What follows belongs to an exercise in optimizing a design on an open flow for small area; a production flow would make more cautious choices. Only simulation tests tie the RTL to the original design; equivalence was not proved. The flow treats the clock pin as an ideal source, which a real chip does not have. Power figures rest on the tool's default switching activity, not on a simulated workload.

== Q ==
// URATE
module URATE (
    input clk,
    input rst,
    input signed [15:0] in,
    output signed [15:0] out
);
Size: ~860 cells after synthesis, about 200 flip-flops, about 13000 sq um of cells after synthesis.
==> flow/config.mk <==
export PLATFORM = sky130hd
export DESIGN_NAME = URATE
export DESIGN_NICKNAME = URATE
export VERILOG_FILES = /design/flow/design.v
export SDC_FILE = /design/flow/constraint.sdc
export NUM_CORES = 4
export LEC_CHECK = 0
export CAP_MARGIN = 20
export CORE_MARGIN = 2
export CORE_UTILIZATION = 40
export CTS_BUF_LIST = sky130_fd_sc_hd__clkbuf_4 sky130_fd_sc_hd__clkbuf_8
export CTS_CLUSTER_SIZE = 30
export SLEW_MARGIN = 20
export SYNTH_HIERARCHICAL = 1
export SYNTH_MINIMUM_KEEP_SIZE = 0
==> flow/constraint.sdc <==
create_clock -name core_clock -period 14.0 [get_ports {clk}]
set_input_delay 2.8000 -clock core_clock [delete_from_list [all_inputs] [get_ports {clk}]]
set_output_delay 2.8000 -clock core_clock [all_outputs]
set_load 0.01 [all_outputs]
standard.sh (not shown) runs the stock make flow with config.mk's settings and CLKGATE_MAP_FILE= SYNTH_SCRIPT=/design/flow/synth_recipe.tcl, a recipe that flattens the netlist after the stock synthesis.
==> flow/flow/run.sh <==
#!/bin/bash
# Own flow: the standard layout (standard.sh) with three changes:
#  - synthesis is the standard synthesis script with one difference: the ABC
#    technology-mapping step uses an area-oriented script (flow/abc_area.script)
#    instead of ORFS's speed script; registers, flattening and renaming are unchanged;
#  - port buffers use the smallest buffer cell;
#  - clock tree synthesis inserts no dummy loads, and clock buffers that drive many
#    flip-flops are then upsized (flow/post_cts.tcl).
set -euo pipefail
here=$PWD
# ORFS's synth.tcl with only the ABC script replaced
sed 's|^\(\s*\)log_cmd abc {\*}\$abc_args$|\1set abc_args [lreplace $abc_args 1 1 '"$here"'/flow/abc_area.script]\n\1log_cmd abc {*}$abc_args|' \
  "$FLOW_HOME/scripts/synth.tcl" > "$here/synth_area.tcl"
grep -q 'flow/abc_area.script' "$here/synth_area.tcl"
# The standard flow's synthesis wrapper, sourcing that copy
sed 's|source \$::env(SCRIPTS_DIR)/synth.tcl|source '"$here"'/synth_area.tcl|' synth_recipe.tcl > "$here/synth_own.tcl"
grep -q 'synth_area.tcl' "$here/synth_own.tcl"
bash standard.sh \
  "SYNTH_SCRIPT=$here/synth_own.tcl" \
  "POST_CTS_TCL=$here/flow/post_cts.tcl" \
  'BUFFER_PORTS_ARGS=-buffer_cell sky130_fd_sc_hd__buf_1' \
  'CTS_ARGS=-sink_clustering_enable -repair_clock_nets -dont_use_dummy_load -buf_list {sky130_fd_sc_hd__clkbuf_4 sky130_fd_sc_hd__clkbuf_8}' \
  finish > standard_flow.log 2>&1
==> flow/flow/abc_area.script <==
&get -n
&st
&dch -f
&nf -a -R 1000
&put
==> flow/flow/post_cts.tcl <==
set block [ord::get_db_block]
set n 0
foreach inst [$block getInsts] {
  if {[[$inst getMaster] getName] ne "sky130_fd_sc_hd__clkbuf_8"} { continue }
  set it [$inst findITerm X]
  if {$it eq "NULL"} { continue }
  set net [$it getNet]
  if {$net eq "NULL"} { continue }
  if {[$net getSigType] ne "CLOCK" && ![string match "clknet_*" [$net getName]]} { continue }
  set fo [expr {[llength [$net getITerms]] - 1}]
  if {$fo >= 14} {
    puts "post_cts: [$inst getName] drives $fo pins, now clkbuf_16"
    replace_cell [$inst getName] sky130_fd_sc_hd__clkbuf_16
    incr n
  }
}
puts "post_cts: upsized $n clock buffers"
if {$n > 0} {
  detailed_placement
  check_placement -verbose
}
The inputs of T differ from those of Q as listed below.
--- a/flow/flow/run.sh
+++ b/flow/flow/run.sh
@@ -2 +2 @@
-# Own flow: the standard layout (standard.sh) with three changes:
+# Own flow: the standard layout (standard.sh) with these changes:
- No stage failed in T, and the final checks on the layout all came back clean.
- Re worst voltage drop across the vdd grid: no difference whatsoever between T and Q.
- On total sequential power, T and Q are basically level.
- Post-synthesis share of cell area spent on full adders, half adders and majority gates: Q vs T identical

========
URATE, a different RTL version from the one above (not shown whole).
For scale: about 870 cells after synthesis, about 200 flip-flops.
// URATE
module URATE (
    input clk,
    input rst,
    input signed [15:0] in,
    output signed [15:0] out
);
export LEC_CHECK = 0
export CAP_MARGIN = 20
export CORE_MARGIN = 2
export CORE_UTILIZATION = 40
export CTS_BUF_LIST = sky130_fd_sc_hd__clkbuf_4 sky130_fd_sc_hd__clkbuf_8
export CTS_CLUSTER_SIZE = 30
export SLEW_MARGIN = 20
export SYNTH_HIERARCHICAL = 1
export SYNTH_MINIMUM_KEEP_SIZE = 0
create_clock -name core_clock -period 14.0 [get_ports {clk}]
==> flow/flow/run.sh <==
#!/bin/bash
# Own flow: the standard layout (standard.sh) with three changes:
#  - synthesis is the standard synthesis script with one difference: the ABC
#    technology-mapping step uses an area-oriented script (flow/abc_area.script)
#    instead of ORFS's speed script; registers, flattening and renaming are unchanged;
#  - port buffers use the smallest buffer cell;
#  - clock tree synthesis inserts no dummy loads.
set -euo pipefail
here=$PWD
# ORFS's synth.tcl with only the ABC script replaced
sed 's|^\(\s*\)log_cmd abc {\*}\$abc_args$|\1set abc_args [lreplace $abc_args 1 1 '"$here"'/flow/abc_area.script]\n\1log_cmd abc {*}$abc_args|' \
  "$FLOW_HOME/scripts/synth.tcl" > "$here/synth_area.tcl"
grep -q 'flow/abc_area.script' "$here/synth_area.tcl"
# The standard flow's synthesis wrapper, sourcing that copy
sed 's|source \$::env(SCRIPTS_DIR)/synth.tcl|source '"$here"'/synth_area.tcl|' synth_recipe.tcl > "$here/synth_own.tcl"
grep -q 'synth_area.tcl' "$here/synth_own.tcl"
bash standard.sh \
  "SYNTH_SCRIPT=$here/synth_own.tcl" \
  'BUFFER_PORTS_ARGS=-buffer_cell sky130_fd_sc_hd__buf_1' \
  'CTS_ARGS=-sink_clustering_enable -repair_clock_nets -dont_use_dummy_load -buf_list {sky130_fd_sc_hd__clkbuf_4 sky130_fd_sc_hd__clkbuf_8}' \
  finish > standard_flow.log 2>&1
Scripts as last shown in full above: flow/flow/abc_area.script
The starting point finished clean.
Rerun with:
==> flow/flow/run.sh (replaced) <==
#!/bin/bash
# Own flow: the standard layout (standard.sh, unchanged synthesis), with two changes:
# port buffers use the smallest buffer cell, and clock tree synthesis inserts no dummy loads.
set -euo pipefail
bash standard.sh \
  'BUFFER_PORTS_ARGS=-buffer_cell sky130_fd_sc_hd__buf_1' \
  'CTS_ARGS=-sink_clustering_enable -repair_clock_nets -dont_use_dummy_load -buf_list {sky130_fd_sc_hd__clkbuf_4 sky130_fd_sc_hd__clkbuf_8}' \
  finish > standard_flow.log 2>&1
CORE_UTILIZATION = 70   (was 40)
removed: flow/flow/abc_area.script
Core utilization climbs by 30 points.
First-iteration DRC count came out higher by about 32%.
Total power rose by about 4%.
Count of clock-buffer cells in the layout stays the same.
Area after synthesis came out higher by about 4.6%.
Worst setup slack got worse by 0.13 ns.
Register-to-register slack degrades by 0.13 ns.
Fmax fell by 1.0%.
Via count went up by about 6%.
Routed wire length went up by about 2.6%.
Rerun with:
--- a/flow/flow/run.sh
+++ b/flow/flow/run.sh
@@ -6,3 +6,3 @@
   'BUFFER_PORTS_ARGS=-buffer_cell sky130_fd_sc_hd__buf_1' \
-  'CTS_ARGS=-sink_clustering_enable -repair_clock_nets -dont_use_dummy_load -buf_list {sky130_fd_sc_hd__clkbuf_4 sky130_fd_sc_hd__clkbuf_8}' \
+  'CTS_ARGS=-sink_clustering_enable -repair_clock_nets -dont_use_dummy_load -buf_list {sky130_fd_sc_hd__clkbuf_8 sky130_fd_sc_hd__clkbuf_16}' \
   finish > standard_flow.log 2>&1
CORE_UTILIZATION = 40   (was 70)
What happened:
- The changed run produced a clean layout
- final area went up by 2.9%
- total power came out higher by 0.53%
- synthesized cell count does not change
- worst hold slack gains 0.0076 ns
- setup slack gains 0.12 ns
- critical path depth does not change
- utilization came out lower by 31 points
Rerun with:
==> flow/flow/run.sh (replaced) <==
#!/bin/bash
# Own flow: the standard layout (standard.sh) with three changes:
#  - synthesis is the standard synthesis script with one difference: the ABC
#    technology-mapping step uses an area-oriented script (flow/abc_area.script)
#    instead of ORFS's speed script; registers, flattening and renaming are unchanged;
#  - port buffers use the smallest buffer cell;
#  - clock tree synthesis inserts no dummy loads.
set -euo pipefail
here=$PWD
# ORFS's synth.tcl with only the ABC script replaced
sed 's|^\(\s*\)log_cmd abc {\*}\$abc_args$|\1set abc_args [lreplace $abc_args 1 1 '"$here"'/flow/abc_area.script]\n\1log_cmd abc {*}$abc_args|' \
  "$FLOW_HOME/scripts/synth.tcl" > "$here/synth_area.tcl"
grep -q 'flow/abc_area.script' "$here/synth_area.tcl"
# The standard flow's synthesis wrapper, sourcing that copy
sed 's|source \$::env(SCRIPTS_DIR)/synth.tcl|source '"$here"'/synth_area.tcl|' synth_recipe.tcl > "$here/synth_own.tcl"
grep -q 'synth_area.tcl' "$here/synth_own.tcl"
bash standard.sh \
  "SYNTH_SCRIPT=$here/synth_own.tcl" \
  'BUFFER_PORTS_ARGS=-buffer_cell sky130_fd_sc_hd__buf_1' \
  'CTS_ARGS=-sink_clustering_enable -repair_clock_nets -dont_use_dummy_load -buf_list {sky130_fd_sc_hd__clkbuf_4 sky130_fd_sc_hd__clkbuf_8}' \
  finish > standard_flow.log 2>&1
==> flow/flow/abc_area.script (new file) <==
&get -n
&st
&dch -f
&nf -a -R 1000
&put
CAP_MARGIN = 0   (was 20)
SLEW_MARGIN = 0   (was 20)
=> Cell count fell by 1.4%; utilization climbs by 1.0 points; flip-flop and latch count does not change; first-iteration DRC count came out higher by 10%.

========
## job 101
Another version of the RTL of URATE (not shown whole).
Size in the first run: ~980 cells after synthesis, about 200 flip-flops, roughly 34 I/O pins, ~14,000 um2 of cells after synthesis.
make LEC_CHECK=0 CAP_MARGIN=20 CORE_MARGIN=2 CORE_UTILIZATION=40 CTS_BUF_LIST='sky130_fd_sc_hd__clkbuf_4 sky130_fd_sc_hd__clkbuf_8' CTS_CLUSTER_SIZE=30 SLEW_MARGIN=20 SYNTH_HIERARCHICAL=1 SYNTH_MINIMUM_KEEP_SIZE=0 finish   # period 14.0 ns
run.sh (not shown) runs the stock make flow with config.mk's settings and CLKGATE_MAP_FILE= SYNTH_SCRIPT=/design/flow/synth_recipe.tcl, a recipe that flattens the netlist after the stock synthesis.
Stock flow here: none of the scripts above is used.
Input changes introduced in job 102 (baseline for comparison: job 101):
==> flow/flow/run.sh (new file) <==
#!/bin/bash
# Own flow: the standard layout (standard.sh, unchanged synthesis), with two changes:
# port buffers use the smallest buffer cell, and clock tree synthesis inserts no dummy loads.
set -euo pipefail
bash standard.sh \
  'BUFFER_PORTS_ARGS=-buffer_cell sky130_fd_sc_hd__buf_1' \
  'CTS_ARGS=-sink_clustering_enable -repair_clock_nets -dont_use_dummy_load -buf_list {sky130_fd_sc_hd__clkbuf_4 sky130_fd_sc_hd__clkbuf_8}' \
  finish > standard_flow.log 2>&1
==> flow/standard.sh (new file) <==
#!/bin/bash
# synth_recipe.tcl (not shown) runs the flow's synth.tcl, then flattens the netlist and writes it again
# the make line also repeats each setting of config.mk as NAME=value (left out here)
make -C /OpenROAD-flow-scripts/flow DESIGN_CONFIG=/design/flow/config.mk WORK_HOME=/design/flow/orfs CLKGATE_MAP_FILE= SYNTH_SCRIPT=/design/flow/synth_recipe.tcl "${@:-finish}"
removed: flow/run.sh
- Job 102 closes out successfully: all stages finished, all timing, DRC and antenna checks passed.
- Compared with job 101, job 102 shows a critical path required time that is 40 ps lower.
- Sequential share of cell area (higher): job 102
- Re wire length on met2: job 102 is 0.65% down on job 101.
- Post-route clock period utilization: job 102 lower than job 101
- Of the two candidates, job 101 has the better worst slew margin relative to its limit and job 102 the worse one.
- Summary of job 102 over job 101: vias after detailed routing went down 45, smallest setup slack after layout moved up.
The following lists how job 103 was set up differently from job 102:
# job 102
export LEC_CHECK = 0
export CAP_MARGIN = 20
export CORE_MARGIN = 2
export CORE_UTILIZATION = 40
export CTS_BUF_LIST = sky130_fd_sc_hd__clkbuf_4 sky130_fd_sc_hd__clkbuf_8
export CTS_CLUSTER_SIZE = 30
export SLEW_MARGIN = 20
export SYNTH_HIERARCHICAL = 1
export SYNTH_MINIMUM_KEEP_SIZE = 0
create_clock -name core_clock -period 14.0 [get_ports {clk}]
# job 103
export LEC_CHECK = 0
export CAP_MARGIN = 20
export CORE_MARGIN = 2
export CORE_UTILIZATION = 40
export CTS_BUF_LIST = sky130_fd_sc_hd__clkbuf_4 sky130_fd_sc_hd__clkbuf_8
export CTS_CLUSTER_DIAMETER = 200
export CTS_CLUSTER_SIZE = 50
export SLEW_MARGIN = 20
export SYNTH_HIERARCHICAL = 1
export SYNTH_MINIMUM_KEEP_SIZE = 0
create_clock -name core_clock -period 14.0 [get_ports {clk}]
==> flow/run.sh (new file) <==
#!/bin/bash
# synth_recipe.tcl (not shown) runs the flow's synth.tcl, then flattens the netlist and writes it again
# the make line also repeats each setting of config.mk as NAME=value (left out here)
make -C /OpenROAD-flow-scripts/flow DESIGN_CONFIG=/design/flow/config.mk WORK_HOME=/design/flow/orfs CLKGATE_MAP_FILE= SYNTH_SCRIPT=/design/flow/synth_recipe.tcl finish
removed: flow/flow/run.sh
removed: flow/standard.sh
[summary]
Status | job 103 and job 102 | clean
Diff job 102 -> job 103: half-perimeter wire length of the detailed placement result has decreased, clock-pin slew reported for the worst setup and hold paths after clock tree synthesis has increased.
Of job 103 and job 102, job 102 shows the lower fraction of area in clock buffers and inverters, with job 103 above it.
Job 103 ended with more clock buffer instance count of the final layout than job 102.
Job 103 against job 102; upper clock frequency limit is down slightly.
The lower worst setup slack of job 103 and job 102 is in job 103.
Diff job 102 -> job 103: met3 routing resource usage after global routing increased 0.65 points; wire length after detailed routing essentially unchanged; final cell area excluding filler cells went up about 2.5%.
### job 103 -> job 104
# job 103
export LEC_CHECK = 0
export CAP_MARGIN = 20
export CORE_MARGIN = 2
export CORE_UTILIZATION = 40
export CTS_BUF_LIST = sky130_fd_sc_hd__clkbuf_4 sky130_fd_sc_hd__clkbuf_8
export CTS_CLUSTER_DIAMETER = 200
export CTS_CLUSTER_SIZE = 50
export SLEW_MARGIN = 20
export SYNTH_HIERARCHICAL = 1
export SYNTH_MINIMUM_KEEP_SIZE = 0
create_clock -name core_clock -period 14.0 [get_ports {clk}]
# job 104
export LEC_CHECK = 0
export CAP_MARGIN = 20
export CORE_MARGIN = 2
export CORE_UTILIZATION = 40
export SLEW_MARGIN = 20
export SYNTH_HIERARCHICAL = 1
export SYNTH_MINIMUM_KEEP_SIZE = 0
create_clock -name core_clock -period 14.0 [get_ports {clk}]
==> notes.md <==
Fmax essentially unchanged between job 104 and job 103.
Job 104 vs job 103 — number of global-route vias before repair climbed slightly
Per the comparison of job 104 with job 103, layout overhead on the synthesized area moved up, worst setup slack after layout moved down, area after synthesis level, power density over the cells moved up, actual transition at the worst max-transition pin moved up.

==> port drivers added, routing unchanged <==
In the flow no input, the clock included, has a driving cell. The finished layouts below were timed again as built, in two steps.
Step 1 (the two cells are an assumption about what drives the block):
set clk [get_ports {clk}]
set_driving_cell -lib_cell sky130_fd_sc_hd__clkbuf_16 $clk
set_driving_cell -lib_cell sky130_fd_sc_hd__buf_2 [delete_from_list [all_inputs] $clk]
Step 2 also shifts input and output timing later by t, the mid clock arrival at the registers, as if the neighbouring blocks saw the same clock.
Three values: ideal ports, drivers, drivers and shift; two values: the first two.
run | t (ns) | slack for setup (ns) | latest minus earliest clock arrival (ns) | cell pins on the clock port's net
Q | 0.447 | 1.863 / 1.863 / 1.863 | 0.030 / 0.031 | 1
T | 0.447 | 1.863 / 1.863 / 1.863 | 0.030 / 0.031 | 1
the first run of note 2 | 0.533 | 1.718 / 1.718 / 1.718 | 0.040 / 0.040 | 1
the second run of note 2 | 0.500 | 1.590 / 1.590 / 1.590 | 0.048 / 0.048 | 1
the third run of note 2 | 0.478 | 1.708 / 1.708 / 1.708 | 0.029 / 0.029 | 1
the fourth run of note 2 | 0.532 | 1.714 / 1.714 / 1.714 | 0.039 / 0.039 | 1
job 101 | 0.546 | 1.696 / 1.696 / 1.437 | 0.020 / 0.021 | 1
job 102 | 0.528 | 1.751 / 1.751 / 1.751 | 0.043 / 0.043 | 1
job 103 | 0.546 | 1.696 / 1.696 / 1.437 | 0.020 / 0.021 | 1
job 104 | 0.499 | 1.682 / 1.682 / 1.431 | 0.014 / 0.014 | 1
After both steps every run listed still meets setup and hold.
